This is an optimization exercise on Yosys and OpenROAD, whose aim is small area and a short achievable clock period, not a production implementation. No run shown here included a check of the RTL's function; only the layout flow was run.

`config.mk`:
```
export PLATFORM = sky130hd
export DESIGN_NAME = IntegratedSystem
export DESIGN_NICKNAME = IntegratedSystem
export VERILOG_FILES = /design/flow/design.v
export SDC_FILE = /design/flow/constraint.sdc
export NUM_CORES = 4
export LEC_CHECK = 0
export CAP_MARGIN = 20
export CORE_MARGIN = 2
export CORE_UTILIZATION = 40
export SLEW_MARGIN = 20
```
`constraint.sdc`:
```
create_clock -name core_clock -period 6.5 [get_ports {clk}]
set_input_delay 1.3000 -clock core_clock [delete_from_list [all_inputs] [get_ports {clk}]]
set_output_delay 1.3000 -clock core_clock [all_outputs]
set_load 0.01 [all_outputs]
```
`design.v`:
```
module IntegratedSystem (A, B, C, clk);
input clk;
input [15:0] A;
input [15:0] B;
output [30:0] C;
reg [30:0] C;
reg [15:0] r1_a;
reg [7:0] r1_one, r1_two, r1_neg;
wire [16:0] bx = {B, 1'b0};
wire [7:0] e_one, e_two, e_neg;
genvar g;
generate for (g = 0; g < 8; g = g + 1) begin : enc
  assign e_one[g] = bx[2*g+1] ^ bx[2*g];
  assign e_two[g] = (bx[2*g+2] & ~bx[2*g+1] & ~bx[2*g]) | (~bx[2*g+2] & bx[2*g+1] & bx[2*g]);
  assign e_neg[g] = bx[2*g+2];
end endgenerate
always @(posedge clk) begin
    r1_a <= A;
    r1_one <= e_one;
    r1_two <= e_two;
    r1_neg <= e_neg;
end
reg [86:0] r2;
wire pp_1;
wire pp_2;
wire pp_3;
wire pp_4;
wire pp_5;
wire pp_6;
wire pp_7;
wire pp_8;
wire pp_9;
wire pp_10;
wire pp_11;
wire pp_12;
wire pp_13;
wire pp_14;
wire pp_15;
wire pp_16;
wire pp_17;
wire pp_18;
wire pp_19;
wire pp_20;
wire pp_21;
wire pp_22;
wire pp_23;
wire pp_24;
wire pp_25;
wire pp_26;
wire pp_27;
wire pp_28;
wire pp_29;
wire pp_30;
wire pp_31;
wire pp_32;
wire pp_33;
wire pp_34;
wire pp_35;
wire pp_36;
wire pp_37;
wire pp_38;
wire pp_39;
wire pp_40;
wire pp_41;
wire pp_42;
wire pp_43;
wire pp_44;
wire pp_45;
wire pp_46;
wire pp_47;
wire pp_48;
wire pp_49;
wire pp_50;
wire pp_51;
wire pp_52;
wire pp_53;
wire pp_54;
wire pp_55;
wire pp_56;
wire pp_57;
wire pp_58;
wire pp_59;
wire pp_60;
wire pp_61;
wire pp_62;
wire pp_63;
wire pp_64;
wire pp_65;
wire pp_66;
wire pp_67;
wire pp_68;
wire pp_69;
wire pp_70;
wire pp_71;
wire pp_72;
wire pp_73;
wire pp_74;
wire pp_75;
wire pp_76;
wire pp_77;
wire pp_78;
wire pp_79;
wire pp_80;
wire pp_81;
wire pp_82;
wire pp_83;
wire pp_84;
wire pp_85;
wire pp_86;
wire pp_87;
wire pp_88;
wire pp_89;
wire pp_90;
wire pp_91;
wire pp_92;
wire pp_93;
wire pp_94;
wire pp_95;
wire pp_96;
wire pp_97;
wire pp_98;
wire pp_99;
wire pp_100;
wire pp_101;
wire pp_102;
wire pp_103;
wire pp_104;
wire pp_105;
wire pp_106;
wire pp_107;
wire pp_108;
wire pp_109;
wire pp_110;
wire pp_111;
wire pp_112;
wire pp_113;
wire pp_114;
wire pp_115;
wire pp_116;
wire pp_117;
wire pp_118;
wire pp_119;
wire pp_120;
wire pp_121;
wire pp_122;
wire pp_123;
wire pp_124;
wire pp_125;
wire pp_126;
wire pp_127;
wire pp_128;
wire pp_129;
wire pp_130;
wire pp_131;
wire pp_132;
wire pp_133;
wire pp_134;
wire pp_135;
wire pp_136;
wire s2_137;
wire c2_138;
wire s2_139;
wire c2_140;
wire s2_141;
wire c2_142;
wire s2_143;
wire c2_144;
wire s2_145;
wire c2_146;
wire s2_147;
wire c2_148;
wire s2_149;
wire c2_150;
wire s2_151;
wire c2_152;
wire s2_153;
wire c2_154;
wire s2_155;
wire c2_156;
wire s2_157;
wire c2_158;
wire s2_159;
wire c2_160;
wire s2_161;
wire c2_162;
wire s2_163;
wire c2_164;
wire s2_165;
wire c2_166;
wire s2_167;
wire c2_168;
wire s2_169;
wire c2_170;
wire s2_171;
wire c2_172;
wire s2_173;
wire c2_174;
wire s2_175;
wire c2_176;
wire s2_177;
wire c2_178;
wire s2_179;
wire c2_180;
wire s2_181;
wire c2_182;
wire s2_183;
wire c2_184;
wire s2_185;
wire c2_186;
wire s2_187;
wire c2_188;
wire s2_189;
wire c2_190;
wire s2_191;
wire c2_192;
wire s2_193;
wire c2_194;
wire s2_195;
wire c2_196;
wire s2_197;
wire c2_198;
wire s2_199;
wire c2_200;
wire s2_201;
wire c2_202;
wire s2_203;
wire c2_204;
wire s2_205;
wire c2_206;
wire s2_207;
wire c2_208;
wire s2_209;
wire c2_210;
wire s2_211;
wire c2_212;
wire s2_213;
wire c2_214;
wire s2_215;
wire c2_216;
wire s2_217;
wire c2_218;
wire s2_219;
wire c2_220;
wire s2_221;
wire c2_222;
wire s2_223;
wire c2_224;
wire s2_225;
wire c2_226;
wire s2_227;
wire c2_228;
wire s2_229;
wire c2_230;
wire s2_231;
wire c2_232;
wire s2_233;
wire c2_234;
wire s2_235;
wire c2_236;
wire s2_237;
wire c2_238;
wire s2_239;
wire c2_240;
wire s2_241;
wire c2_242;
wire s2_243;
wire c2_244;
wire s2_245;
wire c2_246;
wire s2_247;
wire c2_248;
wire s2_249;
wire c2_250;
wire s2_251;
wire c2_252;
wire s2_253;
wire c2_254;
wire s2_255;
wire c2_256;
wire s2_257;
wire c2_258;
wire s2_259;
wire c2_260;
wire s2_261;
wire c2_262;
wire s2_263;
wire c2_264;
wire s2_265;
wire c2_266;
wire s2_267;
wire c2_268;
wire s2_269;
wire c2_270;
wire s2_271;
wire c2_272;
wire s2_273;
wire c2_274;
wire s3_275;
wire c3_276;
wire s3_277;
wire c3_278;
wire s3_279;
wire c3_280;
wire s3_281;
wire c3_282;
wire s3_283;
wire c3_284;
wire s3_285;
wire c3_286;
wire s3_287;
wire c3_288;
wire s3_289;
wire c3_290;
wire s3_291;
wire c3_292;
wire s3_293;
wire c3_294;
wire s3_295;
wire c3_296;
wire s3_297;
wire c3_298;
wire s3_299;
wire c3_300;
wire s3_301;
wire c3_302;
wire s3_303;
wire c3_304;
wire s3_305;
wire c3_306;
wire s3_307;
wire c3_308;
wire s3_309;
wire c3_310;
wire s3_311;
wire c3_312;
wire s3_313;
wire c3_314;
wire s3_315;
wire c3_316;
wire s3_317;
wire c3_318;
wire s3_319;
wire c3_320;
wire s3_321;
wire c3_322;
wire s3_323;
wire c3_324;
wire s3_325;
wire c3_326;
wire s3_327;
wire c3_328;
wire s3_329;
wire c3_330;
wire s3_331;
wire c3_332;
wire s3_333;
wire c3_334;
wire s3_335;
wire c3_336;
wire s3_337;
wire c3_338;
wire s3_339;
wire c3_340;
wire s3_341;
wire c3_342;
wire s3_343;
wire c3_344;
wire s3_345;
wire c3_346;
wire s3_347;
wire c3_348;
wire s3_349;
wire c3_350;
wire s3_351;
wire c3_352;
wire s3_353;
wire c3_354;
wire s3_355;
wire c3_356;
wire s3_357;
wire c3_358;
wire s3_359;
wire c3_360;
wire s3_361;
wire c3_362;
wire s3_363;
wire c3_364;
wire s3_365;
wire c3_366;
wire s3_367;
wire c3_368;
assign pp_1 = (r1_one[0] & r1_a[0]) ^ r1_neg[0];
assign pp_2 = ((r1_one[0] & r1_a[1]) | (r1_two[0] & r1_a[0])) ^ r1_neg[0];
assign pp_3 = ((r1_one[0] & r1_a[2]) | (r1_two[0] & r1_a[1])) ^ r1_neg[0];
assign pp_4 = ((r1_one[0] & r1_a[3]) | (r1_two[0] & r1_a[2])) ^ r1_neg[0];
assign pp_5 = ((r1_one[0] & r1_a[4]) | (r1_two[0] & r1_a[3])) ^ r1_neg[0];
assign pp_6 = ((r1_one[0] & r1_a[5]) | (r1_two[0] & r1_a[4])) ^ r1_neg[0];
assign pp_7 = ((r1_one[0] & r1_a[6]) | (r1_two[0] & r1_a[5])) ^ r1_neg[0];
assign pp_8 = ((r1_one[0] & r1_a[7]) | (r1_two[0] & r1_a[6])) ^ r1_neg[0];
assign pp_9 = ((r1_one[0] & r1_a[8]) | (r1_two[0] & r1_a[7])) ^ r1_neg[0];
assign pp_10 = ((r1_one[0] & r1_a[9]) | (r1_two[0] & r1_a[8])) ^ r1_neg[0];
assign pp_11 = ((r1_one[0] & r1_a[10]) | (r1_two[0] & r1_a[9])) ^ r1_neg[0];
assign pp_12 = ((r1_one[0] & r1_a[11]) | (r1_two[0] & r1_a[10])) ^ r1_neg[0];
assign pp_13 = ((r1_one[0] & r1_a[12]) | (r1_two[0] & r1_a[11])) ^ r1_neg[0];
assign pp_14 = ((r1_one[0] & r1_a[13]) | (r1_two[0] & r1_a[12])) ^ r1_neg[0];
assign pp_15 = ((r1_one[0] & r1_a[14]) | (r1_two[0] & r1_a[13])) ^ r1_neg[0];
assign pp_16 = ((r1_one[0] & r1_a[15]) | (r1_two[0] & r1_a[14])) ^ r1_neg[0];
assign pp_17 = ((r1_one[0] & r1_a[15]) | (r1_two[0] & r1_a[15])) ^ r1_neg[0];
assign pp_18 = (r1_one[1] & r1_a[0]) ^ r1_neg[1];
assign pp_19 = ((r1_one[1] & r1_a[1]) | (r1_two[1] & r1_a[0])) ^ r1_neg[1];
assign pp_20 = ((r1_one[1] & r1_a[2]) | (r1_two[1] & r1_a[1])) ^ r1_neg[1];
assign pp_21 = ((r1_one[1] & r1_a[3]) | (r1_two[1] & r1_a[2])) ^ r1_neg[1];
assign pp_22 = ((r1_one[1] & r1_a[4]) | (r1_two[1] & r1_a[3])) ^ r1_neg[1];
assign pp_23 = ((r1_one[1] & r1_a[5]) | (r1_two[1] & r1_a[4])) ^ r1_neg[1];
assign pp_24 = ((r1_one[1] & r1_a[6]) | (r1_two[1] & r1_a[5])) ^ r1_neg[1];
assign pp_25 = ((r1_one[1] & r1_a[7]) | (r1_two[1] & r1_a[6])) ^ r1_neg[1];
assign pp_26 = ((r1_one[1] & r1_a[8]) | (r1_two[1] & r1_a[7])) ^ r1_neg[1];
assign pp_27 = ((r1_one[1] & r1_a[9]) | (r1_two[1] & r1_a[8])) ^ r1_neg[1];
assign pp_28 = ((r1_one[1] & r1_a[10]) | (r1_two[1] & r1_a[9])) ^ r1_neg[1];
assign pp_29 = ((r1_one[1] & r1_a[11]) | (r1_two[1] & r1_a[10])) ^ r1_neg[1];
assign pp_30 = ((r1_one[1] & r1_a[12]) | (r1_two[1] & r1_a[11])) ^ r1_neg[1];
assign pp_31 = ((r1_one[1] & r1_a[13]) | (r1_two[1] & r1_a[12])) ^ r1_neg[1];
assign pp_32 = ((r1_one[1] & r1_a[14]) | (r1_two[1] & r1_a[13])) ^ r1_neg[1];
assign pp_33 = ((r1_one[1] & r1_a[15]) | (r1_two[1] & r1_a[14])) ^ r1_neg[1];
assign pp_34 = ((r1_one[1] & r1_a[15]) | (r1_two[1] & r1_a[15])) ^ r1_neg[1];
assign pp_35 = (r1_one[2] & r1_a[0]) ^ r1_neg[2];
assign pp_36 = ((r1_one[2] & r1_a[1]) | (r1_two[2] & r1_a[0])) ^ r1_neg[2];
assign pp_37 = ((r1_one[2] & r1_a[2]) | (r1_two[2] & r1_a[1])) ^ r1_neg[2];
assign pp_38 = ((r1_one[2] & r1_a[3]) | (r1_two[2] & r1_a[2])) ^ r1_neg[2];
assign pp_39 = ((r1_one[2] & r1_a[4]) | (r1_two[2] & r1_a[3])) ^ r1_neg[2];
assign pp_40 = ((r1_one[2] & r1_a[5]) | (r1_two[2] & r1_a[4])) ^ r1_neg[2];
assign pp_41 = ((r1_one[2] & r1_a[6]) | (r1_two[2] & r1_a[5])) ^ r1_neg[2];
assign pp_42 = ((r1_one[2] & r1_a[7]) | (r1_two[2] & r1_a[6])) ^ r1_neg[2];
assign pp_43 = ((r1_one[2] & r1_a[8]) | (r1_two[2] & r1_a[7])) ^ r1_neg[2];
assign pp_44 = ((r1_one[2] & r1_a[9]) | (r1_two[2] & r1_a[8])) ^ r1_neg[2];
assign pp_45 = ((r1_one[2] & r1_a[10]) | (r1_two[2] & r1_a[9])) ^ r1_neg[2];
assign pp_46 = ((r1_one[2] & r1_a[11]) | (r1_two[2] & r1_a[10])) ^ r1_neg[2];
assign pp_47 = ((r1_one[2] & r1_a[12]) | (r1_two[2] & r1_a[11])) ^ r1_neg[2];
assign pp_48 = ((r1_one[2] & r1_a[13]) | (r1_two[2] & r1_a[12])) ^ r1_neg[2];
assign pp_49 = ((r1_one[2] & r1_a[14]) | (r1_two[2] & r1_a[13])) ^ r1_neg[2];
assign pp_50 = ((r1_one[2] & r1_a[15]) | (r1_two[2] & r1_a[14])) ^ r1_neg[2];
assign pp_51 = ((r1_one[2] & r1_a[15]) | (r1_two[2] & r1_a[15])) ^ r1_neg[2];
assign pp_52 = (r1_one[3] & r1_a[0]) ^ r1_neg[3];
assign pp_53 = ((r1_one[3] & r1_a[1]) | (r1_two[3] & r1_a[0])) ^ r1_neg[3];
assign pp_54 = ((r1_one[3] & r1_a[2]) | (r1_two[3] & r1_a[1])) ^ r1_neg[3];
assign pp_55 = ((r1_one[3] & r1_a[3]) | (r1_two[3] & r1_a[2])) ^ r1_neg[3];
assign pp_56 = ((r1_one[3] & r1_a[4]) | (r1_two[3] & r1_a[3])) ^ r1_neg[3];
assign pp_57 = ((r1_one[3] & r1_a[5]) | (r1_two[3] & r1_a[4])) ^ r1_neg[3];
assign pp_58 = ((r1_one[3] & r1_a[6]) | (r1_two[3] & r1_a[5])) ^ r1_neg[3];
assign pp_59 = ((r1_one[3] & r1_a[7]) | (r1_two[3] & r1_a[6])) ^ r1_neg[3];
assign pp_60 = ((r1_one[3] & r1_a[8]) | (r1_two[3] & r1_a[7])) ^ r1_neg[3];
assign pp_61 = ((r1_one[3] & r1_a[9]) | (r1_two[3] & r1_a[8])) ^ r1_neg[3];
assign pp_62 = ((r1_one[3] & r1_a[10]) | (r1_two[3] & r1_a[9])) ^ r1_neg[3];
assign pp_63 = ((r1_one[3] & r1_a[11]) | (r1_two[3] & r1_a[10])) ^ r1_neg[3];
assign pp_64 = ((r1_one[3] & r1_a[12]) | (r1_two[3] & r1_a[11])) ^ r1_neg[3];
assign pp_65 = ((r1_one[3] & r1_a[13]) | (r1_two[3] & r1_a[12])) ^ r1_neg[3];
assign pp_66 = ((r1_one[3] & r1_a[14]) | (r1_two[3] & r1_a[13])) ^ r1_neg[3];
assign pp_67 = ((r1_one[3] & r1_a[15]) | (r1_two[3] & r1_a[14])) ^ r1_neg[3];
assign pp_68 = ((r1_one[3] & r1_a[15]) | (r1_two[3] & r1_a[15])) ^ r1_neg[3];
assign pp_69 = (r1_one[4] & r1_a[0]) ^ r1_neg[4];
assign pp_70 = ((r1_one[4] & r1_a[1]) | (r1_two[4] & r1_a[0])) ^ r1_neg[4];
assign pp_71 = ((r1_one[4] & r1_a[2]) | (r1_two[4] & r1_a[1])) ^ r1_neg[4];
assign pp_72 = ((r1_one[4] & r1_a[3]) | (r1_two[4] & r1_a[2])) ^ r1_neg[4];
assign pp_73 = ((r1_one[4] & r1_a[4]) | (r1_two[4] & r1_a[3])) ^ r1_neg[4];
assign pp_74 = ((r1_one[4] & r1_a[5]) | (r1_two[4] & r1_a[4])) ^ r1_neg[4];
assign pp_75 = ((r1_one[4] & r1_a[6]) | (r1_two[4] & r1_a[5])) ^ r1_neg[4];
assign pp_76 = ((r1_one[4] & r1_a[7]) | (r1_two[4] & r1_a[6])) ^ r1_neg[4];
assign pp_77 = ((r1_one[4] & r1_a[8]) | (r1_two[4] & r1_a[7])) ^ r1_neg[4];
assign pp_78 = ((r1_one[4] & r1_a[9]) | (r1_two[4] & r1_a[8])) ^ r1_neg[4];
assign pp_79 = ((r1_one[4] & r1_a[10]) | (r1_two[4] & r1_a[9])) ^ r1_neg[4];
assign pp_80 = ((r1_one[4] & r1_a[11]) | (r1_two[4] & r1_a[10])) ^ r1_neg[4];
assign pp_81 = ((r1_one[4] & r1_a[12]) | (r1_two[4] & r1_a[11])) ^ r1_neg[4];
assign pp_82 = ((r1_one[4] & r1_a[13]) | (r1_two[4] & r1_a[12])) ^ r1_neg[4];
assign pp_83 = ((r1_one[4] & r1_a[14]) | (r1_two[4] & r1_a[13])) ^ r1_neg[4];
assign pp_84 = ((r1_one[4] & r1_a[15]) | (r1_two[4] & r1_a[14])) ^ r1_neg[4];
assign pp_85 = ((r1_one[4] & r1_a[15]) | (r1_two[4] & r1_a[15])) ^ r1_neg[4];
assign pp_86 = (r1_one[5] & r1_a[0]) ^ r1_neg[5];
assign pp_87 = ((r1_one[5] & r1_a[1]) | (r1_two[5] & r1_a[0])) ^ r1_neg[5];
assign pp_88 = ((r1_one[5] & r1_a[2]) | (r1_two[5] & r1_a[1])) ^ r1_neg[5];
assign pp_89 = ((r1_one[5] & r1_a[3]) | (r1_two[5] & r1_a[2])) ^ r1_neg[5];
assign pp_90 = ((r1_one[5] & r1_a[4]) | (r1_two[5] & r1_a[3])) ^ r1_neg[5];
assign pp_91 = ((r1_one[5] & r1_a[5]) | (r1_two[5] & r1_a[4])) ^ r1_neg[5];
assign pp_92 = ((r1_one[5] & r1_a[6]) | (r1_two[5] & r1_a[5])) ^ r1_neg[5];
assign pp_93 = ((r1_one[5] & r1_a[7]) | (r1_two[5] & r1_a[6])) ^ r1_neg[5];
assign pp_94 = ((r1_one[5] & r1_a[8]) | (r1_two[5] & r1_a[7])) ^ r1_neg[5];
assign pp_95 = ((r1_one[5] & r1_a[9]) | (r1_two[5] & r1_a[8])) ^ r1_neg[5];
assign pp_96 = ((r1_one[5] & r1_a[10]) | (r1_two[5] & r1_a[9])) ^ r1_neg[5];
assign pp_97 = ((r1_one[5] & r1_a[11]) | (r1_two[5] & r1_a[10])) ^ r1_neg[5];
assign pp_98 = ((r1_one[5] & r1_a[12]) | (r1_two[5] & r1_a[11])) ^ r1_neg[5];
assign pp_99 = ((r1_one[5] & r1_a[13]) | (r1_two[5] & r1_a[12])) ^ r1_neg[5];
assign pp_100 = ((r1_one[5] & r1_a[14]) | (r1_two[5] & r1_a[13])) ^ r1_neg[5];
assign pp_101 = ((r1_one[5] & r1_a[15]) | (r1_two[5] & r1_a[14])) ^ r1_neg[5];
assign pp_102 = ((r1_one[5] & r1_a[15]) | (r1_two[5] & r1_a[15])) ^ r1_neg[5];
assign pp_103 = (r1_one[6] & r1_a[0]) ^ r1_neg[6];
assign pp_104 = ((r1_one[6] & r1_a[1]) | (r1_two[6] & r1_a[0])) ^ r1_neg[6];
assign pp_105 = ((r1_one[6] & r1_a[2]) | (r1_two[6] & r1_a[1])) ^ r1_neg[6];
assign pp_106 = ((r1_one[6] & r1_a[3]) | (r1_two[6] & r1_a[2])) ^ r1_neg[6];
assign pp_107 = ((r1_one[6] & r1_a[4]) | (r1_two[6] & r1_a[3])) ^ r1_neg[6];
assign pp_108 = ((r1_one[6] & r1_a[5]) | (r1_two[6] & r1_a[4])) ^ r1_neg[6];
assign pp_109 = ((r1_one[6] & r1_a[6]) | (r1_two[6] & r1_a[5])) ^ r1_neg[6];
assign pp_110 = ((r1_one[6] & r1_a[7]) | (r1_two[6] & r1_a[6])) ^ r1_neg[6];
assign pp_111 = ((r1_one[6] & r1_a[8]) | (r1_two[6] & r1_a[7])) ^ r1_neg[6];
assign pp_112 = ((r1_one[6] & r1_a[9]) | (r1_two[6] & r1_a[8])) ^ r1_neg[6];
assign pp_113 = ((r1_one[6] & r1_a[10]) | (r1_two[6] & r1_a[9])) ^ r1_neg[6];
assign pp_114 = ((r1_one[6] & r1_a[11]) | (r1_two[6] & r1_a[10])) ^ r1_neg[6];
assign pp_115 = ((r1_one[6] & r1_a[12]) | (r1_two[6] & r1_a[11])) ^ r1_neg[6];
assign pp_116 = ((r1_one[6] & r1_a[13]) | (r1_two[6] & r1_a[12])) ^ r1_neg[6];
assign pp_117 = ((r1_one[6] & r1_a[14]) | (r1_two[6] & r1_a[13])) ^ r1_neg[6];
assign pp_118 = ((r1_one[6] & r1_a[15]) | (r1_two[6] & r1_a[14])) ^ r1_neg[6];
assign pp_119 = ((r1_one[6] & r1_a[15]) | (r1_two[6] & r1_a[15])) ^ r1_neg[6];
assign pp_120 = (r1_one[7] & r1_a[0]) ^ r1_neg[7];
assign pp_121 = ((r1_one[7] & r1_a[1]) | (r1_two[7] & r1_a[0])) ^ r1_neg[7];
assign pp_122 = ((r1_one[7] & r1_a[2]) | (r1_two[7] & r1_a[1])) ^ r1_neg[7];
assign pp_123 = ((r1_one[7] & r1_a[3]) | (r1_two[7] & r1_a[2])) ^ r1_neg[7];
assign pp_124 = ((r1_one[7] & r1_a[4]) | (r1_two[7] & r1_a[3])) ^ r1_neg[7];
assign pp_125 = ((r1_one[7] & r1_a[5]) | (r1_two[7] & r1_a[4])) ^ r1_neg[7];
assign pp_126 = ((r1_one[7] & r1_a[6]) | (r1_two[7] & r1_a[5])) ^ r1_neg[7];
assign pp_127 = ((r1_one[7] & r1_a[7]) | (r1_two[7] & r1_a[6])) ^ r1_neg[7];
assign pp_128 = ((r1_one[7] & r1_a[8]) | (r1_two[7] & r1_a[7])) ^ r1_neg[7];
assign pp_129 = ((r1_one[7] & r1_a[9]) | (r1_two[7] & r1_a[8])) ^ r1_neg[7];
assign pp_130 = ((r1_one[7] & r1_a[10]) | (r1_two[7] & r1_a[9])) ^ r1_neg[7];
assign pp_131 = ((r1_one[7] & r1_a[11]) | (r1_two[7] & r1_a[10])) ^ r1_neg[7];
assign pp_132 = ((r1_one[7] & r1_a[12]) | (r1_two[7] & r1_a[11])) ^ r1_neg[7];
assign pp_133 = ((r1_one[7] & r1_a[13]) | (r1_two[7] & r1_a[12])) ^ r1_neg[7];
assign pp_134 = ((r1_one[7] & r1_a[14]) | (r1_two[7] & r1_a[13])) ^ r1_neg[7];
assign pp_135 = ((r1_one[7] & r1_a[15]) | (r1_two[7] & r1_a[14])) ^ r1_neg[7];
assign pp_136 = ((r1_one[7] & r1_a[15]) | (r1_two[7] & r1_a[15])) ^ r1_neg[7];
assign s2_137 = r1_neg[0] ^ pp_1;
assign c2_138 = r1_neg[0] & pp_1;
assign s2_139 = pp_2 ^ c2_138;
assign c2_140 = pp_2 & c2_138;
assign s2_141 = r1_neg[1] ^ pp_3 ^ pp_18;
assign c2_142 = (r1_neg[1] & pp_3) | (r1_neg[1] & pp_18) | (pp_3 & pp_18);
assign s2_143 = s2_141 ^ c2_140;
assign c2_144 = s2_141 & c2_140;
assign s2_145 = pp_4 ^ pp_19 ^ c2_142;
assign c2_146 = (pp_4 & pp_19) | (pp_4 & c2_142) | (pp_19 & c2_142);
assign s2_147 = c2_144 ^ s2_145;
assign c2_148 = c2_144 & s2_145;
assign s2_149 = r1_neg[2] ^ pp_5 ^ pp_20;
assign c2_150 = (r1_neg[2] & pp_5) | (r1_neg[2] & pp_20) | (pp_5 & pp_20);
assign s2_151 = pp_6 ^ pp_21 ^ pp_36;
assign c2_152 = (pp_6 & pp_21) | (pp_6 & pp_36) | (pp_21 & pp_36);
assign s2_153 = r1_neg[3] ^ pp_7 ^ pp_22;
assign c2_154 = (r1_neg[3] & pp_7) | (r1_neg[3] & pp_22) | (pp_7 & pp_22);
assign s2_155 = pp_37 ^ pp_52 ^ c2_152;
assign c2_156 = (pp_37 & pp_52) | (pp_37 & c2_152) | (pp_52 & c2_152);
assign s2_157 = pp_8 ^ pp_23 ^ pp_38;
assign c2_158 = (pp_8 & pp_23) | (pp_8 & pp_38) | (pp_23 & pp_38);
assign s2_159 = pp_53 ^ c2_154 ^ s2_157;
assign c2_160 = (pp_53 & c2_154) | (pp_53 & s2_157) | (c2_154 & s2_157);
assign s2_161 = r1_neg[4] ^ pp_9 ^ pp_24;
assign c2_162 = (r1_neg[4] & pp_9) | (r1_neg[4] & pp_24) | (pp_9 & pp_24);
assign s2_163 = pp_39 ^ pp_54 ^ pp_69;
assign c2_164 = (pp_39 & pp_54) | (pp_39 & pp_69) | (pp_54 & pp_69);
assign s2_165 = c2_158 ^ s2_161 ^ s2_163;
assign c2_166 = (c2_158 & s2_161) | (c2_158 & s2_163) | (s2_161 & s2_163);
assign s2_167 = pp_10 ^ pp_25 ^ pp_40;
assign c2_168 = (pp_10 & pp_25) | (pp_10 & pp_40) | (pp_25 & pp_40);
assign s2_169 = pp_55 ^ pp_70 ^ c2_162;
assign c2_170 = (pp_55 & pp_70) | (pp_55 & c2_162) | (pp_70 & c2_162);
assign s2_171 = r1_neg[5] ^ pp_11 ^ pp_26;
assign c2_172 = (r1_neg[5] & pp_11) | (r1_neg[5] & pp_26) | (pp_11 & pp_26);
assign s2_173 = pp_41 ^ pp_56 ^ pp_71;
assign c2_174 = (pp_41 & pp_56) | (pp_41 & pp_71) | (pp_56 & pp_71);
assign s2_175 = pp_86 ^ c2_168 ^ s2_171;
assign c2_176 = (pp_86 & c2_168) | (pp_86 & s2_171) | (c2_168 & s2_171);
assign s2_177 = pp_12 ^ pp_27 ^ pp_42;
assign c2_178 = (pp_12 & pp_27) | (pp_12 & pp_42) | (pp_27 & pp_42);
assign s2_179 = pp_57 ^ pp_72 ^ pp_87;
assign c2_180 = (pp_57 & pp_72) | (pp_57 & pp_87) | (pp_72 & pp_87);
assign s2_181 = c2_172 ^ c2_174 ^ s2_177;
assign c2_182 = (c2_172 & c2_174) | (c2_172 & s2_177) | (c2_174 & s2_177);
assign s2_183 = r1_neg[6] ^ pp_13 ^ pp_28;
assign c2_184 = (r1_neg[6] & pp_13) | (r1_neg[6] & pp_28) | (pp_13 & pp_28);
assign s2_185 = pp_43 ^ pp_58 ^ pp_73;
assign c2_186 = (pp_43 & pp_58) | (pp_43 & pp_73) | (pp_58 & pp_73);
assign s2_187 = pp_88 ^ pp_103 ^ c2_178;
assign c2_188 = (pp_88 & pp_103) | (pp_88 & c2_178) | (pp_103 & c2_178);
assign s2_189 = c2_180 ^ s2_183 ^ s2_185;
assign c2_190 = (c2_180 & s2_183) | (c2_180 & s2_185) | (s2_183 & s2_185);
assign s2_191 = pp_14 ^ pp_29 ^ pp_44;
assign c2_192 = (pp_14 & pp_29) | (pp_14 & pp_44) | (pp_29 & pp_44);
assign s2_193 = pp_59 ^ pp_74 ^ pp_89;
assign c2_194 = (pp_59 & pp_74) | (pp_59 & pp_89) | (pp_74 & pp_89);
assign s2_195 = pp_104 ^ c2_184 ^ c2_186;
assign c2_196 = (pp_104 & c2_184) | (pp_104 & c2_186) | (c2_184 & c2_186);
assign s2_197 = r1_neg[7] ^ pp_15 ^ pp_30;
assign c2_198 = (r1_neg[7] & pp_15) | (r1_neg[7] & pp_30) | (pp_15 & pp_30);
assign s2_199 = pp_45 ^ pp_60 ^ pp_75;
assign c2_200 = (pp_45 & pp_60) | (pp_45 & pp_75) | (pp_60 & pp_75);
assign s2_201 = pp_90 ^ pp_105 ^ pp_120;
assign c2_202 = (pp_90 & pp_105) | (pp_90 & pp_120) | (pp_105 & pp_120);
assign s2_203 = c2_192 ^ c2_194 ^ s2_197;
assign c2_204 = (c2_192 & c2_194) | (c2_192 & s2_197) | (c2_194 & s2_197);
assign s2_205 = pp_16 ^ pp_31 ^ pp_46;
assign c2_206 = (pp_16 & pp_31) | (pp_16 & pp_46) | (pp_31 & pp_46);
assign s2_207 = pp_61 ^ pp_76 ^ pp_91;
assign c2_208 = (pp_61 & pp_76) | (pp_61 & pp_91) | (pp_76 & pp_91);
assign s2_209 = pp_106 ^ pp_121 ^ c2_198;
assign c2_210 = (pp_106 & pp_121) | (pp_106 & c2_198) | (pp_121 & c2_198);
assign s2_211 = c2_200 ^ c2_202 ^ s2_205;
assign c2_212 = (c2_200 & c2_202) | (c2_200 & s2_205) | (c2_202 & s2_205);
assign s2_213 = 1'b1 ^ ~pp_17 ^ pp_32;
assign c2_214 = (1'b1 & ~pp_17) | (1'b1 & pp_32) | (~pp_17 & pp_32);
assign s2_215 = pp_47 ^ pp_62 ^ pp_77;
assign c2_216 = (pp_47 & pp_62) | (pp_47 & pp_77) | (pp_62 & pp_77);
assign s2_217 = pp_92 ^ pp_107 ^ pp_122;
assign c2_218 = (pp_92 & pp_107) | (pp_92 & pp_122) | (pp_107 & pp_122);
assign s2_219 = c2_206 ^ c2_208 ^ s2_213;
assign c2_220 = (c2_206 & c2_208) | (c2_206 & s2_213) | (c2_208 & s2_213);
assign s2_221 = 1'b1 ^ pp_33 ^ pp_48;
assign c2_222 = (1'b1 & pp_33) | (1'b1 & pp_48) | (pp_33 & pp_48);
assign s2_223 = pp_63 ^ pp_78 ^ pp_93;
assign c2_224 = (pp_63 & pp_78) | (pp_63 & pp_93) | (pp_78 & pp_93);
assign s2_225 = pp_108 ^ pp_123 ^ c2_214;
assign c2_226 = (pp_108 & pp_123) | (pp_108 & c2_214) | (pp_123 & c2_214);
assign s2_227 = c2_216 ^ c2_218 ^ s2_221;
assign c2_228 = (c2_216 & c2_218) | (c2_216 & s2_221) | (c2_218 & s2_221);
assign s2_229 = ~pp_34 ^ pp_49 ^ pp_64;
assign c2_230 = (~pp_34 & pp_49) | (~pp_34 & pp_64) | (pp_49 & pp_64);
assign s2_231 = pp_79 ^ pp_94 ^ pp_109;
assign c2_232 = (pp_79 & pp_94) | (pp_79 & pp_109) | (pp_94 & pp_109);
assign s2_233 = pp_124 ^ c2_222 ^ c2_224;
assign c2_234 = (pp_124 & c2_222) | (pp_124 & c2_224) | (c2_222 & c2_224);
assign s2_235 = 1'b1 ^ pp_50 ^ pp_65;
assign c2_236 = (1'b1 & pp_50) | (1'b1 & pp_65) | (pp_50 & pp_65);
assign s2_237 = pp_80 ^ pp_95 ^ pp_110;
assign c2_238 = (pp_80 & pp_95) | (pp_80 & pp_110) | (pp_95 & pp_110);
assign s2_239 = pp_125 ^ c2_230 ^ c2_232;
assign c2_240 = (pp_125 & c2_230) | (pp_125 & c2_232) | (c2_230 & c2_232);
assign s2_241 = ~pp_51 ^ pp_66 ^ pp_81;
assign c2_242 = (~pp_51 & pp_66) | (~pp_51 & pp_81) | (pp_66 & pp_81);
assign s2_243 = pp_96 ^ pp_111 ^ pp_126;
assign c2_244 = (pp_96 & pp_111) | (pp_96 & pp_126) | (pp_111 & pp_126);
assign s2_245 = c2_236 ^ c2_238 ^ s2_241;
assign c2_246 = (c2_236 & c2_238) | (c2_236 & s2_241) | (c2_238 & s2_241);
assign s2_247 = 1'b1 ^ pp_67 ^ pp_82;
assign c2_248 = (1'b1 & pp_67) | (1'b1 & pp_82) | (pp_67 & pp_82);
assign s2_249 = pp_97 ^ pp_112 ^ pp_127;
assign c2_250 = (pp_97 & pp_112) | (pp_97 & pp_127) | (pp_112 & pp_127);
assign s2_251 = c2_242 ^ c2_244 ^ s2_247;
assign c2_252 = (c2_242 & c2_244) | (c2_242 & s2_247) | (c2_244 & s2_247);
assign s2_253 = ~pp_68 ^ pp_83 ^ pp_98;
assign c2_254 = (~pp_68 & pp_83) | (~pp_68 & pp_98) | (pp_83 & pp_98);
assign s2_255 = pp_113 ^ pp_128 ^ c2_248;
assign c2_256 = (pp_113 & pp_128) | (pp_113 & c2_248) | (pp_128 & c2_248);
assign s2_257 = 1'b1 ^ pp_84 ^ pp_99;
assign c2_258 = (1'b1 & pp_84) | (1'b1 & pp_99) | (pp_84 & pp_99);
assign s2_259 = pp_114 ^ pp_129 ^ c2_254;
assign c2_260 = (pp_114 & pp_129) | (pp_114 & c2_254) | (pp_129 & c2_254);
assign s2_261 = ~pp_85 ^ pp_100 ^ pp_115;
assign c2_262 = (~pp_85 & pp_100) | (~pp_85 & pp_115) | (pp_100 & pp_115);
assign s2_263 = pp_130 ^ c2_258 ^ s2_261;
assign c2_264 = (pp_130 & c2_258) | (pp_130 & s2_261) | (c2_258 & s2_261);
assign s2_265 = 1'b1 ^ pp_101 ^ pp_116;
assign c2_266 = (1'b1 & pp_101) | (1'b1 & pp_116) | (pp_101 & pp_116);
assign s2_267 = pp_131 ^ c2_262 ^ s2_265;
assign c2_268 = (pp_131 & c2_262) | (pp_131 & s2_265) | (c2_262 & s2_265);
assign s2_269 = ~pp_102 ^ pp_117 ^ pp_132;
assign c2_270 = (~pp_102 & pp_117) | (~pp_102 & pp_132) | (pp_117 & pp_132);
assign s2_271 = 1'b1 ^ pp_118 ^ pp_133;
assign c2_272 = (1'b1 & pp_118) | (1'b1 & pp_133) | (pp_118 & pp_133);
assign s2_273 = ~pp_119 ^ pp_134 ^ c2_272;
assign c2_274 = (~pp_119 & pp_134) | (~pp_119 & c2_272) | (pp_134 & c2_272);
assign s3_275 = r2[4] ^ r2[5] ^ r2[6];
assign c3_276 = (r2[4] & r2[5]) | (r2[4] & r2[6]) | (r2[5] & r2[6]);
assign s3_277 = r2[8] ^ r2[9] ^ c3_276;
assign c3_278 = (r2[8] & r2[9]) | (r2[8] & c3_276) | (r2[9] & c3_276);
assign s3_279 = r2[10] ^ r2[11] ^ c3_278;
assign c3_280 = (r2[10] & r2[11]) | (r2[10] & c3_278) | (r2[11] & c3_278);
assign s3_281 = r2[12] ^ r2[13] ^ c3_280;
assign c3_282 = (r2[12] & r2[13]) | (r2[12] & c3_280) | (r2[13] & c3_280);
assign s3_283 = r2[14] ^ r2[15] ^ c3_282;
assign c3_284 = (r2[14] & r2[15]) | (r2[14] & c3_282) | (r2[15] & c3_282);
assign s3_285 = r2[16] ^ r2[17] ^ r2[18];
assign c3_286 = (r2[16] & r2[17]) | (r2[16] & r2[18]) | (r2[17] & r2[18]);
assign s3_287 = r2[19] ^ s3_285 ^ c3_284;
assign c3_288 = (r2[19] & s3_285) | (r2[19] & c3_284) | (s3_285 & c3_284);
assign s3_289 = r2[20] ^ r2[21] ^ r2[22];
assign c3_290 = (r2[20] & r2[21]) | (r2[20] & r2[22]) | (r2[21] & r2[22]);
assign s3_291 = c3_286 ^ s3_289 ^ c3_288;
assign c3_292 = (c3_286 & s3_289) | (c3_286 & c3_288) | (s3_289 & c3_288);
assign s3_293 = r2[23] ^ r2[24] ^ r2[25];
assign c3_294 = (r2[23] & r2[24]) | (r2[23] & r2[25]) | (r2[24] & r2[25]);
assign s3_295 = c3_290 ^ s3_293 ^ c3_292;
assign c3_296 = (c3_290 & s3_293) | (c3_290 & c3_292) | (s3_293 & c3_292);
assign s3_297 = r2[26] ^ r2[27] ^ r2[28];
assign c3_298 = (r2[26] & r2[27]) | (r2[26] & r2[28]) | (r2[27] & r2[28]);
assign s3_299 = c3_294 ^ s3_297 ^ c3_296;
assign c3_300 = (c3_294 & s3_297) | (c3_294 & c3_296) | (s3_297 & c3_296);
assign s3_301 = r2[29] ^ r2[30] ^ r2[31];
assign c3_302 = (r2[29] & r2[30]) | (r2[29] & r2[31]) | (r2[30] & r2[31]);
assign s3_303 = r2[32] ^ r2[33] ^ c3_298;
assign c3_304 = (r2[32] & r2[33]) | (r2[32] & c3_298) | (r2[33] & c3_298);
assign s3_305 = s3_301 ^ s3_303 ^ c3_300;
assign c3_306 = (s3_301 & s3_303) | (s3_301 & c3_300) | (s3_303 & c3_300);
assign s3_307 = r2[34] ^ r2[35] ^ r2[36];
assign c3_308 = (r2[34] & r2[35]) | (r2[34] & r2[36]) | (r2[35] & r2[36]);
assign s3_309 = r2[37] ^ c3_302 ^ s3_307;
assign c3_310 = (r2[37] & c3_302) | (r2[37] & s3_307) | (c3_302 & s3_307);
assign s3_311 = c3_304 ^ s3_309 ^ c3_306;
assign c3_312 = (c3_304 & s3_309) | (c3_304 & c3_306) | (s3_309 & c3_306);
assign s3_313 = r2[38] ^ r2[39] ^ r2[40];
assign c3_314 = (r2[38] & r2[39]) | (r2[38] & r2[40]) | (r2[39] & r2[40]);
assign s3_315 = r2[41] ^ c3_308 ^ s3_313;
assign c3_316 = (r2[41] & c3_308) | (r2[41] & s3_313) | (c3_308 & s3_313);
assign s3_317 = c3_310 ^ s3_315 ^ c3_312;
assign c3_318 = (c3_310 & s3_315) | (c3_310 & c3_312) | (s3_315 & c3_312);
assign s3_319 = r2[42] ^ r2[43] ^ r2[44];
assign c3_320 = (r2[42] & r2[43]) | (r2[42] & r2[44]) | (r2[43] & r2[44]);
assign s3_321 = r2[45] ^ r2[46] ^ c3_314;
assign c3_322 = (r2[45] & r2[46]) | (r2[45] & c3_314) | (r2[46] & c3_314);
assign s3_323 = s3_319 ^ c3_316 ^ s3_321;
assign c3_324 = (s3_319 & c3_316) | (s3_319 & s3_321) | (c3_316 & s3_321);
assign s3_325 = r2[47] ^ r2[48] ^ r2[49];
assign c3_326 = (r2[47] & r2[48]) | (r2[47] & r2[49]) | (r2[48] & r2[49]);
assign s3_327 = r2[50] ^ c3_320 ^ s3_325;
assign c3_328 = (r2[50] & c3_320) | (r2[50] & s3_325) | (c3_320 & s3_325);
assign s3_329 = c3_322 ^ s3_327 ^ c3_324;
assign c3_330 = (c3_322 & s3_327) | (c3_322 & c3_324) | (s3_327 & c3_324);
assign s3_331 = r2[51] ^ r2[52] ^ r2[53];
assign c3_332 = (r2[51] & r2[52]) | (r2[51] & r2[53]) | (r2[52] & r2[53]);
assign s3_333 = r2[54] ^ r2[55] ^ c3_326;
assign c3_334 = (r2[54] & r2[55]) | (r2[54] & c3_326) | (r2[55] & c3_326);
assign s3_335 = s3_331 ^ c3_328 ^ s3_333;
assign c3_336 = (s3_331 & c3_328) | (s3_331 & s3_333) | (c3_328 & s3_333);
assign s3_337 = r2[56] ^ r2[57] ^ r2[58];
assign c3_338 = (r2[56] & r2[57]) | (r2[56] & r2[58]) | (r2[57] & r2[58]);
assign s3_339 = r2[59] ^ c3_332 ^ s3_337;
assign c3_340 = (r2[59] & c3_332) | (r2[59] & s3_337) | (c3_332 & s3_337);
assign s3_341 = c3_334 ^ s3_339 ^ c3_336;
assign c3_342 = (c3_334 & s3_339) | (c3_334 & c3_336) | (s3_339 & c3_336);
assign s3_343 = r2[60] ^ r2[61] ^ r2[62];
assign c3_344 = (r2[60] & r2[61]) | (r2[60] & r2[62]) | (r2[61] & r2[62]);
assign s3_345 = c3_338 ^ s3_343 ^ c3_340;
assign c3_346 = (c3_338 & s3_343) | (c3_338 & c3_340) | (s3_343 & c3_340);
assign s3_347 = r2[63] ^ r2[64] ^ r2[65];
assign c3_348 = (r2[63] & r2[64]) | (r2[63] & r2[65]) | (r2[64] & r2[65]);
assign s3_349 = c3_344 ^ s3_347 ^ c3_346;
assign c3_350 = (c3_344 & s3_347) | (c3_344 & c3_346) | (s3_347 & c3_346);
assign s3_351 = r2[66] ^ r2[67] ^ r2[68];
assign c3_352 = (r2[66] & r2[67]) | (r2[66] & r2[68]) | (r2[67] & r2[68]);
assign s3_353 = r2[69] ^ c3_348 ^ s3_351;
assign c3_354 = (r2[69] & c3_348) | (r2[69] & s3_351) | (c3_348 & s3_351);
assign s3_355 = r2[70] ^ r2[71] ^ r2[72];
assign c3_356 = (r2[70] & r2[71]) | (r2[70] & r2[72]) | (r2[71] & r2[72]);
assign s3_357 = c3_352 ^ s3_355 ^ c3_354;
assign c3_358 = (c3_352 & s3_355) | (c3_352 & c3_354) | (s3_355 & c3_354);
assign s3_359 = r2[73] ^ r2[74] ^ c3_356;
assign c3_360 = (r2[73] & r2[74]) | (r2[73] & c3_356) | (r2[74] & c3_356);
assign s3_361 = r2[75] ^ r2[76] ^ c3_360;
assign c3_362 = (r2[75] & r2[76]) | (r2[75] & c3_360) | (r2[76] & c3_360);
assign s3_363 = r2[77] ^ r2[78] ^ r2[79];
assign c3_364 = (r2[77] & r2[78]) | (r2[77] & r2[79]) | (r2[78] & r2[79]);
assign s3_365 = r2[80] ^ r2[81] ^ c3_364;
assign c3_366 = (r2[80] & r2[81]) | (r2[80] & c3_364) | (r2[81] & c3_364);
assign s3_367 = 1'b1 ^ r2[84] ^ r2[85];
assign c3_368 = (1'b1 & r2[84]) | (1'b1 & r2[85]) | (r2[84] & r2[85]);
wire [30:0] fx = {r2[86], s3_367, r2[82], s3_365, s3_363, s3_361, s3_359, s3_357, s3_353, s3_349, s3_345, s3_341, s3_335, s3_329, s3_323, s3_317, s3_311, s3_305, s3_299, s3_295, s3_291, s3_287, s3_283, s3_281, s3_279, s3_277, r2[7], r2[3], r2[2], r2[1], r2[0]};
wire [30:0] fy = {c3_368, 1'b0, c3_366, 1'b0, c3_362, 1'b0, c3_358, 1'b0, c3_350, 1'b0, c3_342, 1'b0, c3_330, 1'b0, c3_318, 1'b0, 1'b0, 1'b0, 1'b0, 1'b0, 1'b0, 1'b0, 1'b0, 1'b0, 1'b0, 1'b0, s3_275, 1'b0, 1'b0, 1'b0, 1'b0};
always @(posedge clk) begin
    r2[0] <= s2_137;
    r2[1] <= s2_139;
    r2[2] <= s2_143;
    r2[3] <= s2_147;
    r2[4] <= pp_35;
    r2[5] <= s2_149;
    r2[6] <= c2_146;
    r2[7] <= c2_148;
    r2[8] <= c2_150;
    r2[9] <= s2_151;
    r2[10] <= s2_153;
    r2[11] <= s2_155;
    r2[12] <= c2_156;
    r2[13] <= s2_159;
    r2[14] <= c2_160;
    r2[15] <= s2_165;
    r2[16] <= c2_164;
    r2[17] <= s2_167;
    r2[18] <= s2_169;
    r2[19] <= c2_166;
    r2[20] <= s2_173;
    r2[21] <= c2_170;
    r2[22] <= s2_175;
    r2[23] <= s2_179;
    r2[24] <= c2_176;
    r2[25] <= s2_181;
    r2[26] <= s2_187;
    r2[27] <= c2_182;
    r2[28] <= s2_189;
    r2[29] <= s2_191;
    r2[30] <= s2_193;
    r2[31] <= c2_188;
    r2[32] <= s2_195;
    r2[33] <= c2_190;
    r2[34] <= s2_199;
    r2[35] <= s2_201;
    r2[36] <= c2_196;
    r2[37] <= s2_203;
    r2[38] <= s2_207;
    r2[39] <= s2_209;
    r2[40] <= c2_204;
    r2[41] <= s2_211;
    r2[42] <= s2_215;
    r2[43] <= s2_217;
    r2[44] <= c2_210;
    r2[45] <= c2_212;
    r2[46] <= s2_219;
    r2[47] <= s2_223;
    r2[48] <= s2_225;
    r2[49] <= c2_220;
    r2[50] <= s2_227;
    r2[51] <= s2_229;
    r2[52] <= s2_231;
    r2[53] <= c2_226;
    r2[54] <= s2_233;
    r2[55] <= c2_228;
    r2[56] <= s2_235;
    r2[57] <= s2_237;
    r2[58] <= c2_234;
    r2[59] <= s2_239;
    r2[60] <= s2_243;
    r2[61] <= c2_240;
    r2[62] <= s2_245;
    r2[63] <= s2_249;
    r2[64] <= c2_246;
    r2[65] <= s2_251;
    r2[66] <= c2_250;
    r2[67] <= s2_253;
    r2[68] <= s2_255;
    r2[69] <= c2_252;
    r2[70] <= s2_257;
    r2[71] <= c2_256;
    r2[72] <= s2_259;
    r2[73] <= c2_260;
    r2[74] <= s2_263;
    r2[75] <= c2_264;
    r2[76] <= s2_267;
    r2[77] <= c2_266;
    r2[78] <= s2_269;
    r2[79] <= c2_268;
    r2[80] <= c2_270;
    r2[81] <= s2_271;
    r2[82] <= s2_273;
    r2[84] <= pp_135;
    r2[85] <= c2_274;
    r2[86] <= ~pp_136;
    C <= fx + fy;
end
endmodule
```
`run.sh`:
```
#!/bin/bash
# synth_recipe.tcl (not shown) runs the flow's synth.tcl, then flattens the netlist and writes it again
# the make line also repeats each setting of config.mk as NAME=value (left out here)
make -C /OpenROAD-flow-scripts/flow DESIGN_CONFIG=/design/flow/config.mk WORK_HOME=/design/flow/orfs CLKGATE_MAP_FILE= SYNTH_SCRIPT=/design/flow/synth_recipe.tcl finish
```
==> results of run 1 <==
## flip-flops by register name, summed over array words and instances (netlist names)
signal,count
r1_neg,8
r2,86
r1_one,8
C,31
r1_two,8
r1_a,16
## synthesized netlist by cell type, drive strengths merged, types with 8 or more instances
master	instances	area [um^2]
a22oi	120	901
buf	9	43.8
clkbuf	65	244
dfxtp	157	3140
fa	103	2060
ha	20	250
inv	100	375
nand2	15	56.3
nand2b	8	50.1
nand3b	9	67.6
nor2	9	33.8
o21ai	20	104
xnor2	122	1070
xor2	42	368
## final cells by class
class                   instances  area (um^2)
fillers                      2101        12000
multi-input cells             526         5460
inverters                     101          379
well taps                     285          357
clock inverters                14          209
flip-flops and latches        157         3140
repair buffers                 69          676
clock buffers                  17          425
## layer usage
| layer | wire, um | vias up | GRT usage | share of wire |
|---|---|---|---|---|
| met5 | 0 | - | 0 | 0 |
| met4 | 305 | 0 | 0.0581 | 0.015 |
| met2 | 9070 | 195 | 0.267 | 0.45 |
| met3 | 1210 | 22 | 0.0400 | 0.059 |
| met1 | 9790 | 2948 | 0.258 | 0.48 |
| li1 | - | 2818 | - | - |
## worst max-delay path by stage
stage	to	startpoint	slack, ps	cells past startpoint
CTS	C[29]$_DFF_P_	r2[4]$_DFF_P_	110	23
floorplan	C[29]$_DFF_P_	r2[4]$_DFF_P_	420	22
finish	C[29]$_DFF_P_	r2[4]$_DFF_P_	360	23
global route	C[29]$_DFF_P_	r2[6]$_DFF_P_	20	23
detailed placement	C[29]$_DFF_P_	r2[4]$_DFF_P_	130	23
global placement	C[29]$_DFF_P_	r2[4]$_DFF_P_	140	23
## logic make-up after synthesis
group	count (synthesis)	share of synthesized area
mux	1	0.00122
buf+inv	175	0.0722
simple gates	73	0.0497
xor+xnor	164	0.156
compound gates	165	0.131
fa+ha+maj	123	0.250
flops	157	0.340
## repair_timing
| action | 4_1_cts | 5_1_grt |
|---|---|---|
| gates resized for setup | 0 | 7 |
| setup endpoints to repair | 0 | 9 |
| buffers inserted | 0 | 1 |
## metrics by stage
stage	area (um^2)
2_1_floorplan	9240
3_3_place_gp	9970
3_5_place_dp	9970
4_1_cts	10600
5_1_grt	10600
6_report	10600
==> summary.md, run 1 <==
| Metric | Value |
|---|---|
| Outcome | `no timing/DRC/antenna violations` |
| Hold depth | `0` |
| CP Max Fanout | `5` |
| Req. time, crit path | `6820 ps` |
| First-pass GRT wire length | `33700 um` |
| Antenna violations before repair | `0` |
| Worst Slack Setup Final | `355 ps` |
| Worst R2R Setup Slack | `360 ps` |
| Most frequent cells in the layout | `156 x dfxtp_1, 122 x xnor2_1, 120 x a22oi_1` |
| CP Capture Type | `flop` |
| Post-Route WL | `20400 um` |
| Yosys cell types | `50` |
| Hold Path Origin | `r2[3]$_DFF_P_` |
| Final setup vio count | `0` |
| Row count | `55` |
| Peak Freq | `163 MHz` |
| Critical path class | `reg -> reg` |
| EDFF count, synth | `0` |
| Mean Syn Cell Area | `10.8 um^2` |
| DR vias | `5983` |
| Max-slew violation count | `0` |
| Initial core utilization | `0.408` |
| Synth warnings | `1` |
| Slew @ Worst Pin | `991 ps` |
| Util after Layout | `0.470` |
| Crit-path max cell delay | `520 ps` |
| Reg2reg start | `r2[4]$_DFF_P_` |
| Routed Antenna Nets | `0` |
| PortBufs | `63` |
| RePlAce Congestion | `0.819` |
| Vias in the first global route | `6177` |
| Antenna cells | `0` |
| Worst hold margin | `324 ps` |
| Grt total ovfl | `0` |
| Cells after DPL | `1137` |
| Register area share after synthesis | `0.340` |
| Place WS | `135 ps` |
| Drt drc | `0` |
| Max_cap viols | `0` |
| Vias per cell | `5.12` |
| First-pass DRT Iterations | `5` |
| CTS Hold Bufs | `0` |
| Async S/R FF share, synth | `0` |
| Most common library cell in the layout ignoring fill and taps | `dfxtp_1` |
| Most used cell, CP | `fa_1` |
| Final Hold Vio Count | `0` |
| Worst Hold End | `C[3]$_DFF_P_` |
| Reg clk slew, reported paths | `70 ps` |
| Die Height | `156 um` |
| Arrival time at the worst endpoint | `6460 ps` |
| Worst skew pair latency | `430 ps` |
| Clk buf depth | `2` |
| DPL Wire Length | `14400 um` |
| Synth Register Bits | `157` |
| Worst rel slew slack | `0.339` |
| Crit path time final | `6140 ps` |
| Critical Path Slowest Stage Cell | `fa_1` |
| CTS tree | `done` |
| Net count of the mapped netlist | `1014` |
| Cts bufs inserted | `17` |
| Largest net degree at the start of global routing | `19` |
| Gr usage total | `0.179` |
| Die area | `24300 um^2` |
| HP Class | `reg -> reg` |
| Iter 0 DRT Violations | `467` |
| Fin cells | `1169` |
| Worst Skew | `9.14 ps` |
| Routed length per instance | `17.4 um` |
| Root Driver | `clkbuf_16` |
| Layout cells sized above 1 | `0.0622` |
| Synthesis-to-layout area growth | `15.3%` |
| RSZ-0062 raised after global routing | `no` |
| Cells after synthesis | `858` |
| Clock sinks | `157` |
| Fin nets | `1028` |
| Core area | `22600 um^2` |
| CP Launch Type | `flop` |
| Htree depth | `4` |
| IO Pins | `64` |
| Critical path's top delay family | `adder cells` |
| Tcrit/Tclk final | `0.945` |
| Top FF cell, synth | `dfxtp_1` |
| Die width | `156 um` |
| Mapped Area | `9240 um^2` |
| Critical-path cell list | `fa_1, inv_1, fa_1, fa_2, fa_2, fa_1, inv_1, fa_1, inv_1, fa_1, fa_2, fa_2, fa_1, inv_1, fa_1, inv_1, fa_1, nor4b_2, buf_4, a41oi_4, o21ai_4, a41oi_2, xor2_1` |
| Bufs and invs on worst path | `6` |
| Worst Reg-to-Reg Cells | `23` |
| Worst R2R End | `C[29]$_DFF_P_` |
| Setup TNS | `0 ps` |
==> inputs of run 2 (changes only) <==
--- a/config.mk
+++ b/config.mk
@@ -9,3 +9,4 @@
 export CORE_MARGIN = 2
 export CORE_UTILIZATION = 40
+export SETUP_SLACK_MARGIN = 4.3
 export SLEW_MARGIN = 20
==> summary.md, run 2 <==
| Metric | Value |
|---|---|
| Largest net degree at the start of global routing | `19` |
| Outcome | `no timing/DRC/antenna violations` |
| Cells after synthesis | `858` |
| Vias per cell | `5.14` |
| Worst R2R Setup Slack | `920 ps` |
| Count leader, synth | `dfxtp_1` |
| CP Capture Type | `flop` |
| Post-synth top area cell | `dfxtp_1` |
| Most frequent cells in the layout | `120 x xnor2_1, 120 x a22oi_1, 102 x dfxtp_1` |
| Final setup vio count | `0` |
| Drt drc | `0` |
| Met3 usage | `0.0389` |
| Critical Path Slowest Stage Cell | `fa_2` |
| HP Class | `reg -> reg` |
| Synth Register Bits | `157` |
| Worst Hold End | `C[2]$_DFF_P_` |
| Critical-path cell list | `fa_2, inv_2, fa_2, fa_2, fa_2, fa_2, inv_2, fa_1, inv_1, fa_2, fa_2, fa_2, fa_2, inv_2, fa_1, inv_1, fa_2, nor4b_4, buf_4, nand4_1, a211oi_2, nor2_1, xnor2_1` |
| Register area share after synthesis | `0.340` |
| DPL Wire Length | `14300 um` |
| Synth warnings | `1` |
| Largest register by flop count | `r2` |
| Async S/R FF share, synth | `0` |
| Crit path time final | `5580 ps` |
| Req. time, crit path | `6820 ps` |
| CP Max Fanout | `3` |
| Top flop regs | `r2: 86 flops, C: 31 flops, r1_a: 16 flops` |
| Root Driver | `clkbuf_16` |
| Die width | `156 um` |
| Vias in the first global route | `6328` |
| Hold depth | `0` |
| Clk buf depth | `2` |
| Leading post-synthesis cells by cell area | `dfxtp_1 34%, fa_1 22%, xnor2_1 12%, a22oi_1 9.8%, inv_1 4.0%` |
| Crit-path max cell delay | `450 ps` |
| Post-synth top area share | `0.340` |
| Initial core utilization | `0.408` |
| Top FF cell, synth | `dfxtp_1` |
| Worst Reg-to-Reg Cells | `23` |
| Antenna cells | `0` |
| Row count | `55` |
| Yosys cell types | `50` |
| Arrival time at the worst endpoint | `5900 ps` |
| Reg clk slew, reported paths | `70 ps` |
| GR Util met2 | `0.281` |
| Mean Syn Cell Area | `10.8 um^2` |
| RSZ-0062 raised after global routing | `yes` |
| Fin cells | `1180` |
| Tcrit/Tclk final | `0.859` |
| Met1 Usage GRT | `0.255` |
| Die area | `24300 um^2` |
| DR vias | `6062` |
| Peak Freq | `179 MHz` |
| Antenna violations before repair | `0` |
| First-pass DRT Iterations | `5` |
| Fin nets | `1038` |
| Hold Path Origin | `r2[2]$_DFF_P_` |
| PortBufs | `63` |
| Iter 0 DRT Violations | `369` |
| RePlAce Congestion | `0.803` |
| Max-slew violation count | `0` |
| Most Crowded Layer GR | `met2` |
| Most used cell, CP | `fa_2` |
| Cts bufs inserted | `17` |
| Max_cap viols | `0` |
| CP Launch Type | `flop` |
| Worst skew pair latency | `420 ps` |
| Worst R2R End | `C[24]$_DFF_P_` |
| Slew @ Worst Pin | `628 ps` |
| Worst Skew | `9.72 ps` |
| Routed Antenna Nets | `0` |
| Mapped Area | `9240 um^2` |
| Grt total ovfl | `0` |
| Setup TNS | `0 ps` |
| Die Height | `156 um` |
| Post-Route WL | `20600 um` |
| Layout cells sized above 1 | `0.189` |
| Worst rel slew slack | `0.582` |
| Largest register FFs | `86` |
| CTS tree | `done` |
| Critical path's top delay family | `adder cells` |
| Routed length per instance | `17.4 um` |
| Critical path class | `reg -> reg` |
| First-pass GRT wire length | `34100 um` |
| Core area | `22600 um^2` |
| Synth top cells by count | `157 x dfxtp_1, 122 x xnor2_1, 120 x a22oi_1, 103 x fa_1, 99 x inv_1` |
| Final Hold Vio Count | `0` |
| IO Pins | `64` |
| Gr usage total | `0.181` |
| Htree depth | `4` |
| Bufs and invs on worst path | `6` |
| EDFF count, synth | `0` |
| Synthesis-to-layout area growth | `17.2%` |
| Clock sinks | `157` |
| Cells after DPL | `1134` |
| Reg2reg start | `r2[4]$_DFF_P_` |
| Net count of the mapped netlist | `1014` |
[run 2: cell counts after synthesis]
Identical to the previous run, type by type.
[run 2: cells by family (layout without fill, tap and decap cells)]
family,after synthesis,in the layout,synth area share
adder cells (fa/ha/maj),123,123,0.250
flip-flops,157,157,0.340
AND/OR/NAND/NOR,73,73,0.0497
buffers and inverters,175,212,0.0722
multiplexers,1,1,0.00122
XOR/XNOR,164,164,0.156
AO/OA/AOI/OAI,165,165,0.131
[run 2: worst max-delay path by stage]
stage,from,to,slack (ps),cells after the start
2_1_floorplan,r2[4]$_DFF_P_,C[29]$_DFF_P_,910,22
3_3_place_gp,r2[4]$_DFF_P_,C[29]$_DFF_P_,580,22
3_5_place_dp,r2[4]$_DFF_P_,C[29]$_DFF_P_,530,22
4_1_cts,r2[4]$_DFF_P_,C[24]$_DFF_P_,890,23
5_1_grt,r2[4]$_DFF_P_,C[24]$_DFF_P_,720,23
6_report,r2[4]$_DFF_P_,C[24]$_DFF_P_,920,23
[run 2: worst register-to-register path, delay by kind of cell (launching register included)]
kind,cells,cell delay [ps]
buffers and inverters,6,440
and+or+nand+nor,3,530
DFF,1,330
AOI/OAI and AO/OA,1,320
adders and majority gates,12,3750
xor gates and xnor gates,1,130
[run 2: cell type report]
type                    count  area [um^2]
clock buffers              18          439
clock inverters            14          230
well taps                 285          357
inverters                 101          380
flip-flops and latches    157         3230
repair buffers             79          686
fillers                  2065        11800
multi-input cells         526         5510
[run 2: routing by layer]
metal | up-vias | wire length (um)
li1 | 2845 | -
met2 | 197 | 9280
met1 | 3003 | 9810
met3 | 17 | 1270
met4 | 0 | 231
met5 | - | 0
[run 2: stage by stage]
stage	hold WS, ps	cell area (um^2)	worst slack, ps	util
after CTS	329	10700	892	0.473
after global routing	335	10800	716	0.478
after floorplan	310	9280	911	-
after global placement	313	9990	576	0.441
after detailed placement	314	9990	530	0.441
final	329	10800	916	0.478
[run 2: timing repair]
item,CTS,global route
buffers inserted,13,1
setup endpoints to repair,101,57
gates resized for setup,174,35
pin swaps,12,5
hold buffers,0,0

==> re-timing with driven ports <==
Ports are ideal in the flow. The routed layouts listed here were re-timed in OpenROAD. Step 1 sets driving cells, clkbuf_16 on the clock port and buf_2 on the other inputs (assumed; they add their load-dependent delay and slew). Step 2 moves the port delays by t, midway between the first and last clock arrival at a register: inputs arrive t later, outputs are due t later. That takes back most of the time a late clock gives input paths. Three values: no drivers, after step 1, after step 2; two values: the first two.
| run | t (ns) | setup slack, ns | hold WS [ns] | latest minus earliest clock arrival (ns) |
|---|---|---|---|---|
| run 1 | 0.469 | 0.355 / 0.355 / 0.355 | 0.324 / 0.324 / 0.324 | 0.010 / 0.010 |
| run 2 | 0.466 | 0.916 / 0.916 / 0.916 | 0.329 / 0.329 / 0.329 | 0.010 / 0.010 |
After both steps setup and hold are still met in every run listed.
